Context: an optimization exercise on an open-source flow, tuned for small area. The choices shown serve that exercise and are no tape-out recipe.
The RTL was checked by simulation tests, not by an equivalence proof against the original design.
Power is estimated from default activity; no workload was simulated.

==> flow/config.mk <==
export PLATFORM = sky130hd
export DESIGN_NAME = Clock_Counter
export DESIGN_NICKNAME = Clock_Counter
export VERILOG_FILES = /design/flow/design.v
export SDC_FILE = /design/flow/constraint.sdc
export NUM_CORES = 4
export LEC_CHECK = 0
export CAP_MARGIN = 20
export CORE_MARGIN = 2
export CORE_UTILIZATION = 35
export PLACE_DENSITY = 0.6
export SLEW_MARGIN = 20
==> flow/constraint.sdc <==
create_clock -name core_clock -period 10.0 [get_ports {clk_100MHZ}]
set_input_delay 2.0000 -clock core_clock [delete_from_list [all_inputs] [get_ports {clk_100MHZ}]]
set_output_delay 2.0000 -clock core_clock [all_outputs]
set_load 0.01 [all_outputs]
==> flow/design.v <==
`timescale 1ns / 1ps
module Decoder(
    input wire[3:0] number,
    output wire [6:0] seg
    );
    assign seg = (number == 4'b0000) ? 7'b1000000 :
                 (number == 4'b0001) ? 7'b1111001 :
                 (number == 4'b0010) ? 7'b0100100 :
                 (number == 4'b0011) ? 7'b0110000 :
                 (number == 4'b0100) ? 7'b0011001 :
                 (number == 4'b0101) ? 7'b0010010 :
                 (number == 4'b0110) ? 7'b0000010 :
                 (number == 4'b0111) ? 7'b1111000 :
                 (number == 4'b1000) ? 7'b0000000 :
                 (number == 4'b1001) ? 7'b0010000 :
                 (number == 4'b1010) ? 7'b0001000 :
                 (number == 4'b1011) ? 7'b0000011 :
                 (number == 4'b1100) ? 7'b0100111 :
                 (number == 4'b1101) ? 7'b0100001 :
                 (number == 4'b1110) ? 7'b0000110 :
                 (number == 4'b1111) ? 7'b0001110 :
                 7'b1111111;
endmodule
`timescale 1ns / 1ps
module VGA_Decoder(
    input wire [9:0] vert_Cnt,
    input wire [9:0] horiz_Cnt,
    input wire [6:0] digit1,
    input wire [6:0] digit2, 
    input wire [6:0] digit3, 
    input wire [6:0] digit4, 
    input wire [6:0] digit5,
    input wire [6:0] digit6,
    output drive_enable
    );
    wire Digit1SegA;
    wire Digit1SegB;
    wire Digit1SegF;
    wire Digit1SegG;
    wire Digit1SegC;
    wire Digit1SegE;
    wire Digit1SegD;
    wire Digit1;
    wire Digit2SegA;
    wire Digit2SegB;
    wire Digit2SegF;
    wire Digit2SegG;
    wire Digit2SegC;
    wire Digit2SegE;
    wire Digit2SegD;
    wire Digit2;
    wire Digit3SegA;
    wire Digit3SegB;
    wire Digit3SegF;
    wire Digit3SegG;
    wire Digit3SegC;
    wire Digit3SegE;
    wire Digit3SegD;
    wire Digit3;
    wire Digit4SegA;
    wire Digit4SegB;
    wire Digit4SegF;
    wire Digit4SegG;
    wire Digit4SegC;
    wire Digit4SegE;
    wire Digit4SegD;
    wire Digit4;
    wire Digit5SegA;
    wire Digit5SegB;
    wire Digit5SegF;
    wire Digit5SegG;
    wire Digit5SegC;
    wire Digit5SegE;
    wire Digit5SegD;
    wire Digit5;
    wire Digit6SegA;
    wire Digit6SegB;
    wire Digit6SegF;
    wire Digit6SegG;
    wire Digit6SegC;
    wire Digit6SegE;
    wire Digit6SegD;
    wire Digit6;
    wire colon1;
    wire colon2;
    parameter Hbias = 10'd144;
    assign Digit1 = Digit1SegA || Digit1SegB || Digit1SegF || Digit1SegG|| Digit1SegC || Digit1SegE || Digit1SegD;
    assign Digit2 = Digit2SegA || Digit2SegB || Digit2SegF || Digit2SegG|| Digit2SegC || Digit2SegE || Digit2SegD;
    assign Digit3 = Digit3SegA || Digit3SegB || Digit3SegF || Digit3SegG|| Digit3SegC || Digit3SegE || Digit3SegD;
    assign Digit4 = Digit4SegA || Digit4SegB || Digit4SegF || Digit4SegG|| Digit4SegC || Digit4SegE || Digit4SegD;
    assign Digit5 = Digit5SegA || Digit5SegB || Digit5SegF || Digit5SegG|| Digit5SegC || Digit5SegE || Digit5SegD;
    assign Digit6 = Digit6SegA || Digit6SegB || Digit6SegF || Digit6SegG|| Digit6SegC || Digit6SegE || Digit6SegD;
    assign drive_enable = Digit1 || Digit2 || colon1 || Digit3 || Digit4 || colon2 || Digit5 || Digit6;
    parameter segHsize = 10'd65;
    parameter segVsize = 10'd15;
    parameter segVsize2 = 10'd70;
    parameter segHsize2 = 10'd10;
    parameter DDHSpace = 10'd20;
    parameter DCHSpace = DDHSpace;
    parameter ColonHSize = 10'd14;
    parameter ColonVSize = 10'd17;
    parameter ColonVoffset = 10'd200;
    parameter CCVoffset = 10'd60;
    parameter SegD1AV1 = 10'd150;   
    parameter SegD1AV2 = SegD1AV1 + segVsize;
    parameter SegD1AH1 = 10'd50+Hbias;   
    parameter SegD1AH2 = SegD1AH1 + segHsize; 
    assign Digit1SegA = ((~digit1[0])&&(vert_Cnt >= SegD1AV1)&&(vert_Cnt <= SegD1AV2)&&(horiz_Cnt >= SegD1AH1)&&(horiz_Cnt <= SegD1AH2));
    parameter D2SAH1 = SegD1AH2 + DDHSpace;
    parameter D2SAH2 = D2SAH1 + segHsize;
    assign Digit2SegA = ((~digit2[0])&&(vert_Cnt >= SegD1AV1)&&(vert_Cnt <= SegD1AV2)&&(horiz_Cnt >= D2SAH1)&&(horiz_Cnt <= D2SAH2));
    parameter Colon1TopV2 = ColonVoffset + ColonVSize;
    parameter Colon1BotV1 = Colon1TopV2 + CCVoffset;
    parameter Colon1BotV2 = Colon1BotV1 + ColonVSize;
    parameter Colon1H1 = D2SAH2 + DCHSpace;
    parameter Colon1H2 = Colon1H1 + ColonHSize;
    assign colon1 = (((vert_Cnt >= ColonVoffset)&&(vert_Cnt <= Colon1TopV2)||(vert_Cnt >= Colon1BotV1)&&(vert_Cnt <= Colon1BotV2))&&(horiz_Cnt >= Colon1H1)&&(horiz_Cnt <= Colon1H2));
    parameter D3SAH1 = Colon1H2 + DCHSpace;
    parameter D3SAH2 = D3SAH1 + segHsize;
    assign Digit3SegA = ((~digit3[0])&&(vert_Cnt >= SegD1AV1)&&(vert_Cnt <= SegD1AV2)&&(horiz_Cnt >= D3SAH1)&&(horiz_Cnt <= D3SAH2));
    parameter D4SAH1 = D3SAH2 + DDHSpace;
    parameter D4SAH2 = D4SAH1 + segHsize;
    assign Digit4SegA = ((~digit4[0])&&(vert_Cnt >= SegD1AV1)&&(vert_Cnt <= SegD1AV2)&&(horiz_Cnt >= D4SAH1)&&(horiz_Cnt <= D4SAH2));
    parameter Colon2H1 = D4SAH2 + DCHSpace;
    parameter Colon2H2 = Colon2H1 + ColonHSize;
    assign colon2 = (((vert_Cnt >= ColonVoffset)&&(vert_Cnt <= Colon1TopV2)||(vert_Cnt >= Colon1BotV1)&&(vert_Cnt <= Colon1BotV2))&&(horiz_Cnt >= Colon2H1)&&(horiz_Cnt <= Colon2H2));
    parameter D5SAH1 = Colon2H2 + DCHSpace;
    parameter D5SAH2 = D5SAH1 + segHsize;
    assign Digit5SegA = ((~digit5[0])&&(vert_Cnt >= SegD1AV1)&&(vert_Cnt <= SegD1AV2)&&(horiz_Cnt >= D5SAH1)&&(horiz_Cnt <= D5SAH2));
    parameter D6SAH1 = D5SAH2 + DDHSpace;
    parameter D6SAH2 = D6SAH1 + segHsize;
    assign Digit6SegA = ((~digit6[0])&&(vert_Cnt >= SegD1AV1)&&(vert_Cnt <= SegD1AV2)&&(horiz_Cnt >= D6SAH1)&&(horiz_Cnt <= D6SAH2));
    parameter SegD1BV = SegD1AV2 + segVsize2;
    parameter SegD1BH = SegD1AH2 - segHsize2;
    assign Digit1SegB = ((~digit1[1])&&(vert_Cnt >= SegD1AV2)&&(vert_Cnt <= SegD1BV)&&(horiz_Cnt >= SegD1BH)&&(horiz_Cnt <= SegD1AH2));
    parameter D2SBH1 = SegD1BH + DDHSpace + segHsize;
    parameter D2SBH2 = D2SBH1 + segHsize2;
    assign Digit2SegB = ((~digit2[1])&&(vert_Cnt >= SegD1AV2)&&(vert_Cnt <= SegD1BV)&&(horiz_Cnt >= D2SBH1)&&(horiz_Cnt <= D2SBH2));
    parameter D3SBH1 = Colon1H2 + DCHSpace + segHsize - segHsize2;
    parameter D3SBH2 = D3SBH1 + segHsize2;
    assign Digit3SegB = ((~digit3[1])&&(vert_Cnt >= SegD1AV2)&&(vert_Cnt <= SegD1BV)&&(horiz_Cnt >= D3SBH1)&&(horiz_Cnt <= D3SBH2));
    parameter D4SBH1 = D3SBH1 + DDHSpace + segHsize;
    parameter D4SBH2 = D4SBH1 + segHsize2;
    assign Digit4SegB = ((~digit4[1])&&(vert_Cnt >= SegD1AV2)&&(vert_Cnt <= SegD1BV)&&(horiz_Cnt >= D4SBH1)&&(horiz_Cnt <= D4SBH2));
    parameter D5SBH1 = Colon2H2 + DCHSpace + segHsize - segHsize2;
    parameter D5SBH2 = D5SBH1 + segHsize2;
    assign Digit5SegB = ((~digit5[1])&&(vert_Cnt >= SegD1AV2)&&(vert_Cnt <= SegD1BV)&&(horiz_Cnt >= D5SBH1)&&(horiz_Cnt <= D5SBH2));
    parameter D6SBH1 = D5SBH1 + DDHSpace + segHsize;
    parameter D6SBH2 = D6SBH1 + segHsize2;
    assign Digit6SegB = ((~digit6[1])&&(vert_Cnt >= SegD1AV2)&&(vert_Cnt <= SegD1BV)&&(horiz_Cnt >= D6SBH1)&&(horiz_Cnt <= D6SBH2));
    parameter SegD1FH = SegD1AH1 + segHsize2;
    assign Digit1SegF = ((~digit1[5])&&(vert_Cnt >= SegD1AV2)&&(vert_Cnt <= SegD1BV)&&(horiz_Cnt >= SegD1AH1)&&(horiz_Cnt <= SegD1FH));
    parameter D2SFH1 = SegD1AH1 + DDHSpace + segHsize;
    parameter D2SFH2 = D2SFH1 + segHsize2;
    assign Digit2SegF = ((~digit2[5])&&(vert_Cnt >= SegD1AV2)&&(vert_Cnt <= SegD1BV)&&(horiz_Cnt >= D2SFH1)&&(horiz_Cnt <= D2SFH2));
    parameter D3SFH1 = Colon1H2 + DCHSpace;
    parameter D3SFH2 = D3SFH1 + segHsize2;
    assign Digit3SegF = ((~digit3[5])&&(vert_Cnt >= SegD1AV2)&&(vert_Cnt <= SegD1BV)&&(horiz_Cnt >= D3SFH1)&&(horiz_Cnt <= D3SFH2));
    parameter D4SFH1 = D3SFH1 + DDHSpace + segHsize;
    parameter D4SFH2 = D4SFH1 + segHsize2;
    assign Digit4SegF = ((~digit4[5])&&(vert_Cnt >= SegD1AV2)&&(vert_Cnt <= SegD1BV)&&(horiz_Cnt >= D4SFH1)&&(horiz_Cnt <= D4SFH2));
    parameter D5SFH1 = Colon2H2 + DCHSpace;
    parameter D5SFH2 = D5SFH1 + segHsize2;
    assign Digit5SegF = ((~digit5[5])&&(vert_Cnt >= SegD1AV2)&&(vert_Cnt <= SegD1BV)&&(horiz_Cnt >= D5SFH1)&&(horiz_Cnt <= D5SFH2));
    parameter D6SFH1 = D5SFH1 + DDHSpace + segHsize;
    parameter D6SFH2 = D6SFH1 + segHsize2;
    assign Digit6SegF = ((~digit6[5])&&(vert_Cnt >= SegD1AV2)&&(vert_Cnt <= SegD1BV)&&(horiz_Cnt >= D6SFH1)&&(horiz_Cnt <= D6SFH2));
    parameter SegD1GV = SegD1BV + segVsize;
    assign Digit1SegG = ((~digit1[6])&&(vert_Cnt >= SegD1BV)&&(vert_Cnt <= SegD1GV)&&(horiz_Cnt >= SegD1AH1)&&(horiz_Cnt <= SegD1AH2));
    parameter D2SGH1 = SegD1AH2 + DDHSpace;
    parameter D2SGH2 = D2SGH1 + segHsize;
    assign Digit2SegG = ((~digit2[6])&&(vert_Cnt >= SegD1BV)&&(vert_Cnt <= SegD1GV)&&(horiz_Cnt >= D2SGH1)&&(horiz_Cnt <= D2SGH2));
    assign Digit3SegG = ((~digit3[6])&&(vert_Cnt >= SegD1BV)&&(vert_Cnt <= SegD1GV)&&(horiz_Cnt >= D3SAH1)&&(horiz_Cnt <= D3SAH2));
    assign Digit4SegG = ((~digit4[6])&&(vert_Cnt >= SegD1BV)&&(vert_Cnt <= SegD1GV)&&(horiz_Cnt >= D4SAH1)&&(horiz_Cnt <= D4SAH2));
    assign Digit5SegG = ((~digit5[6])&&(vert_Cnt >= SegD1BV)&&(vert_Cnt <= SegD1GV)&&(horiz_Cnt >= D5SAH1)&&(horiz_Cnt <= D5SAH2));
    assign Digit6SegG = ((~digit6[6])&&(vert_Cnt >= SegD1BV)&&(vert_Cnt <= SegD1GV)&&(horiz_Cnt >= D6SAH1)&&(horiz_Cnt <= D6SAH2));
    parameter SegD1CV = SegD1GV + segVsize2;
    assign Digit1SegC = ((~digit1[2])&&(vert_Cnt >= SegD1GV)&&(vert_Cnt <= SegD1CV)&&(horiz_Cnt >= SegD1BH)&&(horiz_Cnt <= SegD1AH2));
    assign Digit2SegC = ((~digit2[2])&&(vert_Cnt >= SegD1GV)&&(vert_Cnt <= SegD1CV)&&(horiz_Cnt >= D2SBH1)&&(horiz_Cnt <= D2SBH2));
    assign Digit3SegC = ((~digit3[2])&&(vert_Cnt >= SegD1GV)&&(vert_Cnt <= SegD1CV)&&(horiz_Cnt >= D3SBH1)&&(horiz_Cnt <= D3SBH2));
    assign Digit4SegC = ((~digit4[2])&&(vert_Cnt >= SegD1GV)&&(vert_Cnt <= SegD1CV)&&(horiz_Cnt >= D4SBH1)&&(horiz_Cnt <= D4SBH2));
    assign Digit5SegC = ((~digit5[2])&&(vert_Cnt >= SegD1GV)&&(vert_Cnt <= SegD1CV)&&(horiz_Cnt >= D5SBH1)&&(horiz_Cnt <= D5SBH2));
    assign Digit6SegC = ((~digit6[2])&&(vert_Cnt >= SegD1GV)&&(vert_Cnt <= SegD1CV)&&(horiz_Cnt >= D6SBH1)&&(horiz_Cnt <= D6SBH2));
    assign Digit1SegE = ((~digit1[4])&&(vert_Cnt >= SegD1GV)&&(vert_Cnt <= SegD1CV)&&(horiz_Cnt >= SegD1AH1)&&(horiz_Cnt <= SegD1FH));
    assign Digit2SegE = ((~digit2[4])&&(vert_Cnt >= SegD1GV)&&(vert_Cnt <= SegD1CV)&&(horiz_Cnt >= D2SFH1)&&(horiz_Cnt <= D2SFH2));
    assign Digit3SegE = ((~digit3[4])&&(vert_Cnt >= SegD1GV)&&(vert_Cnt <= SegD1CV)&&(horiz_Cnt >= D3SFH1)&&(horiz_Cnt <= D3SFH2));
    assign Digit4SegE = ((~digit4[4])&&(vert_Cnt >= SegD1GV)&&(vert_Cnt <= SegD1CV)&&(horiz_Cnt >= D4SFH1)&&(horiz_Cnt <= D4SFH2));
    assign Digit5SegE = ((~digit5[4])&&(vert_Cnt >= SegD1GV)&&(vert_Cnt <= SegD1CV)&&(horiz_Cnt >= D5SFH1)&&(horiz_Cnt <= D5SFH2));
    assign Digit6SegE = ((~digit6[4])&&(vert_Cnt >= SegD1GV)&&(vert_Cnt <= SegD1CV)&&(horiz_Cnt >= D6SFH1)&&(horiz_Cnt <= D6SFH2));
    parameter SegD1DV = SegD1CV + segVsize;
    assign Digit1SegD = ((~digit1[3])&&(vert_Cnt >= SegD1CV)&&(vert_Cnt <= SegD1DV)&&(horiz_Cnt >= SegD1AH1)&&(horiz_Cnt <= SegD1AH2));
    parameter D2SDH1 = SegD1AH2 + DDHSpace;
    parameter D2SDH2 = D2SDH1 + segHsize;
    assign Digit2SegD = ((~digit2[3])&&(vert_Cnt >= SegD1CV)&&(vert_Cnt <= SegD1DV)&&(horiz_Cnt >= D2SDH1)&&(horiz_Cnt <= D2SDH2));
    assign Digit3SegD = ((~digit3[3])&&(vert_Cnt >= SegD1CV)&&(vert_Cnt <= SegD1DV)&&(horiz_Cnt >= D3SAH1)&&(horiz_Cnt <= D3SAH2));
    assign Digit4SegD = ((~digit4[3])&&(vert_Cnt >= SegD1CV)&&(vert_Cnt <= SegD1DV)&&(horiz_Cnt >= D4SAH1)&&(horiz_Cnt <= D4SAH2));
    assign Digit5SegD = ((~digit5[3])&&(vert_Cnt >= SegD1CV)&&(vert_Cnt <= SegD1DV)&&(horiz_Cnt >= D5SAH1)&&(horiz_Cnt <= D5SAH2));
    assign Digit6SegD = ((~digit6[3])&&(vert_Cnt >= SegD1CV)&&(vert_Cnt <= SegD1DV)&&(horiz_Cnt >= D6SAH1)&&(horiz_Cnt <= D6SAH2));
endmodule
`timescale 1ns / 1ps
module Clock_Divider #(
    parameter [26:0] DIV = 27'd5000
    )(
    input clk_100MHZ,
    input rst,
    output clk_1Hz,
    output tick_1Hz
    );
    reg [26:0] counter;
    reg clock;
    assign clk_1Hz = clock;
    assign tick_1Hz = (counter == DIV) && !clock;
    always @(posedge clk_100MHZ) begin
        if (rst) begin
            counter <= 0;
            clock <= 0;
        end else if (counter == DIV) begin
            counter <= 0;
            clock <= ~clock;
        end else begin
            counter <= counter + 1;
        end
    end
endmodule
`timescale 1ns / 1ps
module Clock_Divider_VGA(
    input clk_100MHZ,
    input rst,
    output clk_25MHz,
    output tick_25MHz
    );
    reg counter;
    reg clock;
    assign clk_25MHz = clock;
    assign tick_25MHz = (counter == 1) && !clock;
    always @(posedge clk_100MHZ) begin
        if (rst) begin
            counter <= 0;
            clock <= 0;
        end else if (counter == 1) begin
            counter <= 0;
            clock <= ~clock;
        end else begin
            counter <= counter + 1;
        end
    end
endmodule
`timescale 1ns / 1ps
module Horiz_Counter(
    input clk_100MHZ,
    input rst,
    input pix_en,
    output wire [9:0] hcount,
    output vert_clock,
    output vert_tick
    );
    reg [9:0] Hcounter;
    reg clock;
    assign hcount = Hcounter;
    assign vert_clock = clock;
    assign vert_tick = pix_en && (Hcounter == 799) && !clock;
    always @(posedge clk_100MHZ) begin
        if (rst) begin
            Hcounter <= 0;
            clock <= 0;
        end else if (pix_en) begin
            if(Hcounter == 799) begin
                clock <= ~clock;
                Hcounter <= 0;
            end else begin
                Hcounter <= Hcounter + 1;
            end
        end
    end
endmodule
`timescale 1ns / 1ps
module Vert_Counter(
    input clk_100MHZ,
    input rst,
    input vert_en,
    output wire [9:0] vcount
    );
    reg  [9:0] Vcounter;
    assign vcount = Vcounter;
    always @(posedge clk_100MHZ) begin
        if (rst) begin
            Vcounter <= 0;
        end else if (vert_en) begin
            if(Vcounter == 524) begin
                Vcounter <= 0;
            end else begin
                Vcounter <= Vcounter + 1;
            end
        end
    end
endmodule
`timescale 1ns / 1ps
module Seven_Seg_Mux #(
    parameter [26:0] DIV = 27'd5 - 1
    )(
    input clock,
    input rst,
    input decimal_place_1,
    input decimal_place_2,
    input decimal_place_3,
    input decimal_place_4,
    input wire [6:0] dig1,
    input wire [6:0] dig2,
    input wire [6:0] dig3,
    input wire [6:0] dig4,
    output wire[7:0] dig_out,
    output wire [3:0] anode
    );
    reg clk_1kHz;
    reg [26:0] counter;
    reg [1:0] sequencer;
    wire scan_en;
    reg [7:0] digit;
    reg [3:0] anode_reg;
    assign dig_out = digit;
    assign anode = anode_reg;
    assign scan_en = (counter == DIV) && !clk_1kHz;
    always @(posedge clock) begin
        if (rst) begin
            counter <= 0;
            clk_1kHz <= 0;
        end else if (counter == DIV) begin
            counter <= 0;
            clk_1kHz <= ~clk_1kHz;
        end else begin
            counter <= counter + 1;
        end
    end
    always @(posedge clock) begin
        if (rst) begin
            digit <= 8'b11111111;
            anode_reg <= 4'b1111;
            sequencer <= 2'b00;
        end else if (scan_en) begin
            case(sequencer)
                2'b00: begin
                digit <= {~decimal_place_1,dig1};
                anode_reg <= 4'b0111;
                sequencer <= sequencer + 1;
                end
                2'b01: begin
                digit <= {~decimal_place_2,dig2};
                anode_reg <= 4'b1011;
                sequencer <= sequencer + 1;
                end
                2'b10: begin
                digit <= {~decimal_place_3,dig3};
                anode_reg <= 4'b1101;
                sequencer <= sequencer + 1;
                end
                2'b11: begin
                digit <= {~decimal_place_4,dig4};
                anode_reg <= 4'b1110;
                sequencer <= sequencer + 1;
                end
            endcase
        end
    end
endmodule
`timescale 1ns / 1ps
module VGA_Driver(
    input clock_100mhz,
    input rst,
    input wire [3:0] red_color,
    input wire [3:0] green_color,
    input wire [3:0] blue_color,
    input drive_enable,
    output vsync,
    output hsync,
    output wire [3:0] drive_Red,
    output wire [3:0] drive_Blue,
    output wire [3:0] drive_Green,
    output wire [9:0] Hcnt,
    output wire [9:0] Vcnt
    );
    wire clock_25mhz;
    wire pix_en;
    wire [9:0] horizcnt;
    wire [9:0] vertcnt;
    wire vert_clk;
    wire vert_en;
    Clock_Divider_VGA inst0(.clk_100MHZ(clock_100mhz), .rst(rst), .clk_25MHz(clock_25mhz), .tick_25MHz(pix_en));
    Horiz_Counter inst1 (.clk_100MHZ(clock_100mhz), .rst(rst), .pix_en(pix_en), .hcount(horizcnt), .vert_clock(vert_clk), .vert_tick(vert_en));
    Vert_Counter inst2 (.clk_100MHZ(clock_100mhz), .rst(rst), .vert_en(vert_en), .vcount(vertcnt));
    parameter Hsync_on = 10'd0;  
    parameter Hsync_off = 10'd96;
    parameter Hdisplay_on = 10'd144;  
    parameter Hdisplay_off = 10'd784; 
    parameter Vsync_on = 10'd0;  
    parameter Vsync_off = 10'd2;
    assign Hcnt = horizcnt;
    assign Vcnt = vertcnt;
    assign hsync = ~((horizcnt >= Hsync_on)&&(horizcnt <= Hsync_off));
    assign vsync = ~((vertcnt >= Vsync_on)&&(vertcnt <= Vsync_off));
    assign drive_Red = (drive_enable && (horizcnt >= Hdisplay_on)&&(horizcnt <= Hdisplay_off)) ? red_color : 4'b0000;
    assign drive_Blue = (drive_enable && (horizcnt >= Hdisplay_on)&&(horizcnt <= Hdisplay_off)) ? blue_color : 4'b0000;
    assign drive_Green = (drive_enable && (horizcnt >= Hdisplay_on)&&(horizcnt <= Hdisplay_off)) ? green_color : 4'b0000;
endmodule
`timescale 1ns / 1ps
module Clock_Counter(
    input clk_100MHZ,
    input rst,
    input wire [4:0] pb,
    input wire [15:0] switch,
    output wire [7:0] seg,
    output wire [15:0] leds,
    output wire [3:0] anode,
    output hsync,
    output vsync,
    output wire [3:0] VGA_Red,
    output wire [3:0] VGA_Green,
    output wire [3:0] VGA_Blue
    );
    wire clk_1Hz;
    wire tick_1Hz;
    wire [6:0] seg1;
    wire [6:0] seg2;
    wire [6:0] seg3;
    wire [6:0] seg4;
    wire [6:0] seg5;
    wire [6:0] seg6;
    wire [9:0] vertcnt;
    wire [9:0] horizcnt;
    wire drive_enable;
    reg [3:0] sec_ones;
    reg [3:0] sec_tens;
    reg [3:0] mins_ones;
    reg [3:0] mins_tens;
    reg [3:0] hours_ones;
    reg [3:0] hours_tens;
    assign leds[3:0] = sec_ones;
    assign leds[7:4] = sec_tens;
    assign leds[15:8] = 8'b00000000;
    Clock_Divider inst0(.clk_100MHZ(clk_100MHZ), .rst(rst), .clk_1Hz(clk_1Hz), .tick_1Hz(tick_1Hz));
    Seven_Seg_Mux inst1 (.clock(clk_100MHZ),.rst(rst),.decimal_place_1(1'b0),.decimal_place_2(clk_1Hz),.decimal_place_3(1'b0),.decimal_place_4(1'b0),.dig1(seg1),.dig2(seg2),.dig3(seg3),.dig4(seg4),.dig_out(seg),.anode(anode));
    Decoder inst2 (.number(hours_tens),.seg(seg1));
    Decoder inst3 (.number(hours_ones),.seg(seg2));
    Decoder inst4 (.number(mins_tens),.seg(seg3));
    Decoder inst5 (.number(mins_ones),.seg(seg4));
    Decoder inst6 (.number(sec_tens),.seg(seg5));
    Decoder inst7 (.number(sec_ones),.seg(seg6));
    VGA_Driver inst8(.clock_100mhz(clk_100MHZ),.rst(rst),.red_color(switch[15:12]),.green_color(switch[11:8]),.blue_color(switch[7:4]),.drive_enable(drive_enable),.vsync(vsync),.hsync(hsync),.drive_Red(VGA_Red),.drive_Green(VGA_Green),.drive_Blue(VGA_Blue),.Hcnt(horizcnt),.Vcnt(vertcnt));
    VGA_Decoder inst9(.vert_Cnt(vertcnt),.digit1(seg1),.digit2(seg2),.digit3(seg3),.digit4(seg4),.digit5(seg5),.digit6(seg6),.horiz_Cnt(horizcnt),.drive_enable(drive_enable));
    always @(posedge clk_100MHZ) begin
        if (rst) begin
            sec_ones <= 0;
            sec_tens <= 0;
            mins_ones <= 0;
            mins_tens <= 0;
            hours_ones <= 0;
            hours_tens <= 0;
        end else if (tick_1Hz) begin
        if(pb[2]) begin
            hours_ones <= hours_ones + 1;
            if ((hours_tens == 2) && (hours_ones == 3)) begin
                hours_ones <= 0;
                hours_tens <= 0;
           end else if(hours_ones == 9) begin
                hours_ones <= 0;
                hours_tens <= hours_tens + 1;
           end
        end else if(pb[1]) begin
            mins_ones <= mins_ones + 1;
            if ((mins_tens == 5) && (mins_ones == 9)) begin
                mins_ones <= 0;
                mins_tens <= 0;
            end else if(mins_ones == 9) begin
                mins_ones <= 0;
                mins_tens <= mins_tens + 1;
            end
        end else begin
            if ((sec_tens == 5) && (sec_ones == 9)) begin
                sec_ones <= 0;
                sec_tens <= 0;
                mins_ones <= mins_ones + 1;
                if ((mins_tens == 5) && (mins_ones == 9)) begin
                    mins_ones <= 0;
                    mins_tens <= 0;
                    hours_ones <= hours_ones + 1;
                    if ((hours_tens == 2) && (hours_ones == 3)) begin
                        hours_ones <= 0;
                        hours_tens <= 0;
                    end else if(hours_ones == 9) begin
                        hours_ones <= 0;
                        hours_tens <= hours_tens + 1;
                    end
                end else if(mins_ones == 9) begin
                    mins_ones <= 0;
                    mins_tens <= mins_tens + 1;
                end
            end else if(sec_ones == 9) begin
                sec_ones <= 0;
                sec_tens <= sec_tens + 1;
            end else begin
                sec_ones <= sec_ones + 1;
            end
        end
        end
    end
endmodule
==> flow/run.sh <==
#!/bin/bash
# synth_recipe.tcl (not shown) runs the flow's synth.tcl, then flattens the netlist and writes it again
# the make line also repeats each setting of config.mk as NAME=value (left out here)
make -C /OpenROAD-flow-scripts/flow DESIGN_CONFIG=/design/flow/config.mk WORK_HOME=/design/flow/orfs CLKGATE_MAP_FILE= SYNTH_SCRIPT=/design/flow/synth_recipe.tcl finish
==> run summary <==
-- cell usage in the layout (no fill, tap or decap), drive strengths merged, types with 6 or more instances in the layout --
master / Yosys / final
nand2: 91 / 91
a31oi: 17 / 17
and3: 8 / 8
o31ai: 6 / 6
nand3: 48 / 48
xnor2: 37 / 37
o21ai: 51 / 51
or2: 14 / 14
a22oi: 11 / 11
o22ai: 10 / 10
clkbuf: 52 / 17
nor3: 26 / 26
nand3b: 7 / 7
nor4: 20 / 20
a211oi: 11 / 11
clkdlybuf4s50: 0 / 49
o211ai: 12 / 12
conb: 1 / 8
inv: 59 / 62
o221ai: 7 / 7
nor4b: 8 / 8
a21oi: 69 / 69
nor2: 168 / 168
xor2: 40 / 40
mux2i: 9 / 9
or3b: 8 / 8
or3: 10 / 10
nand4: 22 / 22
dfxtp: 117 / 117
nand2b: 18 / 18
ha: 32 / 32
nor3b: 9 / 9
clkinv: 0 / 6
nor2b: 24 / 24
-- stage by stage --
stage,instances,instance area [µm²],setup WS (ns),utilization,hold slack (ns)
2_1_floorplan,1147,8427,5.242,-,0.4216
3_3_place_gp,1436,8970,4.105,0.3810,0.4349
3_5_place_dp,1436,8970,4.107,0.3810,0.4484
4_1_cts,1467,9572,3.626,0.4066,0.4586
5_1_grt,1467,9572,3.292,0.4066,0.4722
6_report,1467,9572,3.656,0.4066,0.4561
-- worst max-delay path, cell delays in order, from the launching register on --
cell and delay [ns]:
dfxtp_1 0.53, inv_1 0.15, ha_1 0.23, nand2b_1 0.18, a2111oi_2 0.53, nor2_1 0.27, o311ai_0 0.36, o221ai_1 0.17
nor4_2 0.78, a31oi_1 0.18, clkdlybuf4s50_1 0.52
-- cell families (layout without fill, tap and decap cells) --
kind of cell | count (synthesis) | count (layout) | synth area share
AND/OR/NAND/NOR | 502 | 502 | 0.3012
AO/OA/AOI/OAI | 257 | 257 | 0.2050
buffers and inverters | 142 | 143 | 0.07194
flip-flops | 117 | 117 | 0.2788
XOR/XNOR | 77 | 77 | 0.08028
adder cells (fa/ha/maj) | 32 | 32 | 0.04766
multiplexers | 12 | 12 | 0.01475
other | 1 | 8 | 0.0004464
-- layout make-up --
type | instances | area [µm²] | share of cell area
multi-input cells | 888 | 5487 | 0.5732
clock buffers | 17 | 425.4 | 0.04444
clock inverters | 14 | 176.4 | 0.01843
inverters | 59 | 221.5 | 0.02314
flip-flops and latches | 117 | 2342 | 0.2447
well taps | 319 | 399.1 | 0.04170
repair buffers | 53 | 520.5 | 0.05438
-- worst max path at each step --
stage                                               from           end  slack (ns)  depth (start not counted)
floorplan           inst8.inst2.Vcounter[1]$_SDFFE_PP0P_   VGA_Blue[0]        5.24                         11
global placement    inst8.inst2.Vcounter[1]$_SDFFE_PP0P_   VGA_Blue[1]        4.11                         10
detailed placement  inst8.inst2.Vcounter[1]$_SDFFE_PP0P_    VGA_Red[3]        4.11                         10
CTS                 inst8.inst2.Vcounter[1]$_SDFFE_PP0P_    VGA_Red[3]        3.63                         10
global route        inst8.inst2.Vcounter[1]$_SDFFE_PP0P_    VGA_Red[0]        3.29                         10
finish              inst8.inst2.Vcounter[1]$_SDFFE_PP0P_  VGA_Green[1]        3.66                         10
-- power by group through the flow --
stage | logic, mW | registers [mW] | clock network, mW
after floorplan | 0.0380 | 0.489 | 0
after global placement | 0.0572 | 0.491 | 0
after detailed placement | 0.0572 | 0.491 | 0
after CTS | 0.0576 | 0.480 | 0.653
after global routing | 0.0639 | 0.481 | 0.671
final | 0.0569 | 0.480 | 0.636
-- per-layer routing --
layer  GRT usage  share of wire  up-vias
met5           0              0        -
met1      0.2308           0.48     3677
met2      0.2751           0.46      182
met3     0.03422          0.043       32
li1            -              -     4021
met4     0.04917          0.019        0
==> flow_results.org <==
** Run status
- The flow ran to the end and the layout has no timing, DRC or antenna violations.

** Route
- In the final routed layout, each cell accounts on average for 14.66 µm.
- Post-route DRC :: 0
- Drt via density :: between 5 and 6
- First-pass DRT Iterations :: 5
- Across all layers, the routed design uses around 8k vias.
- Final WL :: 21.51 mm
- Initial DRC Count :: 558
- Antenna-violating nets left :: 0

** Finish
- Layout Area Growth over Synthesis :: 13.94%
- Share of post-route cells with drive strength above 1 :: 0.05749
- Net count reported at finish :: 1191
- Fillcell total :: approximately 2.5k
- In the final layout, the registers with the most flip-flops are inst0.counter (27), inst1.counter (27).
- Inserted Diodes :: 0

** Placed design
- Routability-driven placement finished with a final weighted congestion of around 0.9.
- Dpl hpwl :: roughly 15 mm
- During placement, the flow inserted port buffers numbering between 40 and 50.

** Pwr
- Total chip power :: about 1.2 mW
- Static Leak :: around 3.4 nW
- Seq pwr share :: 0.409
- Across the VDD grid, the largest voltage drop is slightly above 0.1 mV.
- Switching power as a share of total power :: 0.2412
- Switch Pwr :: between 0.2 and 0.3 mW
- PD cells :: roughly 120 nW/µm²
- Cell-internal power :: between 0.8 and 0.9 mW
- Clock network fraction of total power :: 0.542
- Combinational Power Share :: 0.048

** Clock network
- H-Tree Depth :: 4
- Inserted Clock Buffers :: 17
- Count of clock tree sinks :: 117
- Once the clock tree was built, the resizer swapped 0 gates to a different size.
- Postcts setup bufs :: 0
- TritonCTS built the clock tree.
- Root Buffer :: clkbuf_16
- Clock latency reported for the late side of the worst-skew pair :: ~0.43 ns
- The clock passes through at most 2 buffers.
- Clock-pin slew was measured on the worst setup and hold paths at around 0.06 ns.
- In this run, post-CTS hold repair placed 0 buffers.

** STA
- The number of failing hold endpoints at the final stage is 0.
- The final max-slew violation count was 0.
- Post-route clock skew :: 0.01919 ns
- The worst path needs around 6.3 ns of the cycle, external delays included.
- Final worst-path cycle share :: 0.6344
- Worst-margin pin slew :: between 1 and 1.5 ns
- Maximum clock frequency :: between 150 and 200 MHz
- Measured against its own limit, the worst slew margin works out to 0.3162.
- Setup violations remaining at the end of the flow were counted as 0.
- Setup repair after global routing left no endpoint under its margin.
- For the final routed database, the setup TNS stands at 0 ns.

** Logic synthesis
- Most common cell in the synthesized netlist :: nor2_1
- Counting flops and latches in the post-synthesis netlist gives roughly 120.
- Of the post-synthesis cell area, the dominant cell type holds 0.2788.
- Synthesized area per cell :: about 7.4 µm²
- The synthesized netlist contains 83 unique library cells.
- Of the synthesized area, sequential elements account for 0.2788.
- Yosys attributes the largest share of cell area to dfxtp_1, nor2_1, ha_1.
- Summing every instance area after synthesis gives between 8000 and 9000 µm².
- Ranking of synthesized cells by instance count :: nor2_1, dfxtp_1, nand2_1
- Summed over all instances, the cell type with the most area after synthesis is dfxtp_1.
- For this run, the number of Yosys warnings is 6.
- Synthesis handed over a netlist of between 1k and 1.5k instances.
- The most used flip-flop cell after synthesis is dfxtp_1.
- After synthesis, the share of flip-flops with an asynchronous set or reset is 0.
- The synthesized design contains 0 enable-type register cells.

** Setup path
- Setup crit start kind :: flop
- Arr. time, crit path :: 4.34 ns
- In this run the critical register-to-register path is captured at hours_tens[2]$_SDFFE_PP0P_.
- STA puts the critical path data required time at 8.00 ns.
- Crit Path Class :: reg2out
- Length in cells of the worst reg-to-reg path :: 8
- Worst flop-to-flop path startpoint :: sec_tens[0]$_SDFFE_PP0P_
- The worst setup path is captured at an output pin.
- Maximum fanout count along the critical path :: 12
- Register-to-register setup slack :: about 6.8 ns

** Floorplan
- For this configuration, the core starts out at a cell density of 0.3568.
- The die is around 160 µm wide.
- Pin placement for this block handled 65 I/O pins.
- The total area inside the core boundary comes to around 24000 µm².
- The die covers roughly 25000 µm².
- Row count :: 56
- Overall die height :: roughly 160 µm

** Hold path
- The min-delay analysis places its worst path in the category reg2reg.
- Hold Crit Depth :: 1
- The startpoint identified for the worst hold timing path is inst8.inst0.counter$_SDFF_PP0_.
- The worst hold path terminates at inst8.inst0.counter$_SDFF_PP0_.

** GRT
- The initial antenna violation count came to 0.
- Pin count of the biggest net entering global routing :: 38
- Total gr overflow :: 0
- Across every metal layer, demand over resource in global routing totals 0.1704.
- Vias in the first global route :: approximately 7.2k
- Wire length of the first global-routing pass :: ~36 mm

** Flow run
- Across the run, the number of max-cap violations was 0.

-- static timing again, ports no longer ideal --
No port has a modelled driver above. Below, the same layout with a new extraction and two added sets of constraints. Step 1 sets driving cells, clkbuf_16 on the clock port and buf_2 on the other inputs (assumed; they add their load-dependent delay and slew). Step 2 times the ports against the registers' clock, not the clock port: input delays grow and output delays shrink by t, the midpoint of the rising clock arrivals with the driver on. Three values: ideal ports, drivers, drivers and shift; two values: the first two.
shift t [ns]: 0.463
setup slack, ns: 3.656 / 3.612 / 4.074
worst slew at a driven data input, ns: 0.04
cell pins on the clock port's net: 1
After both steps this run still meets setup and hold. The setup slack of this run moves by -0.044 ns with the drivers and by +0.418 ns with both steps.
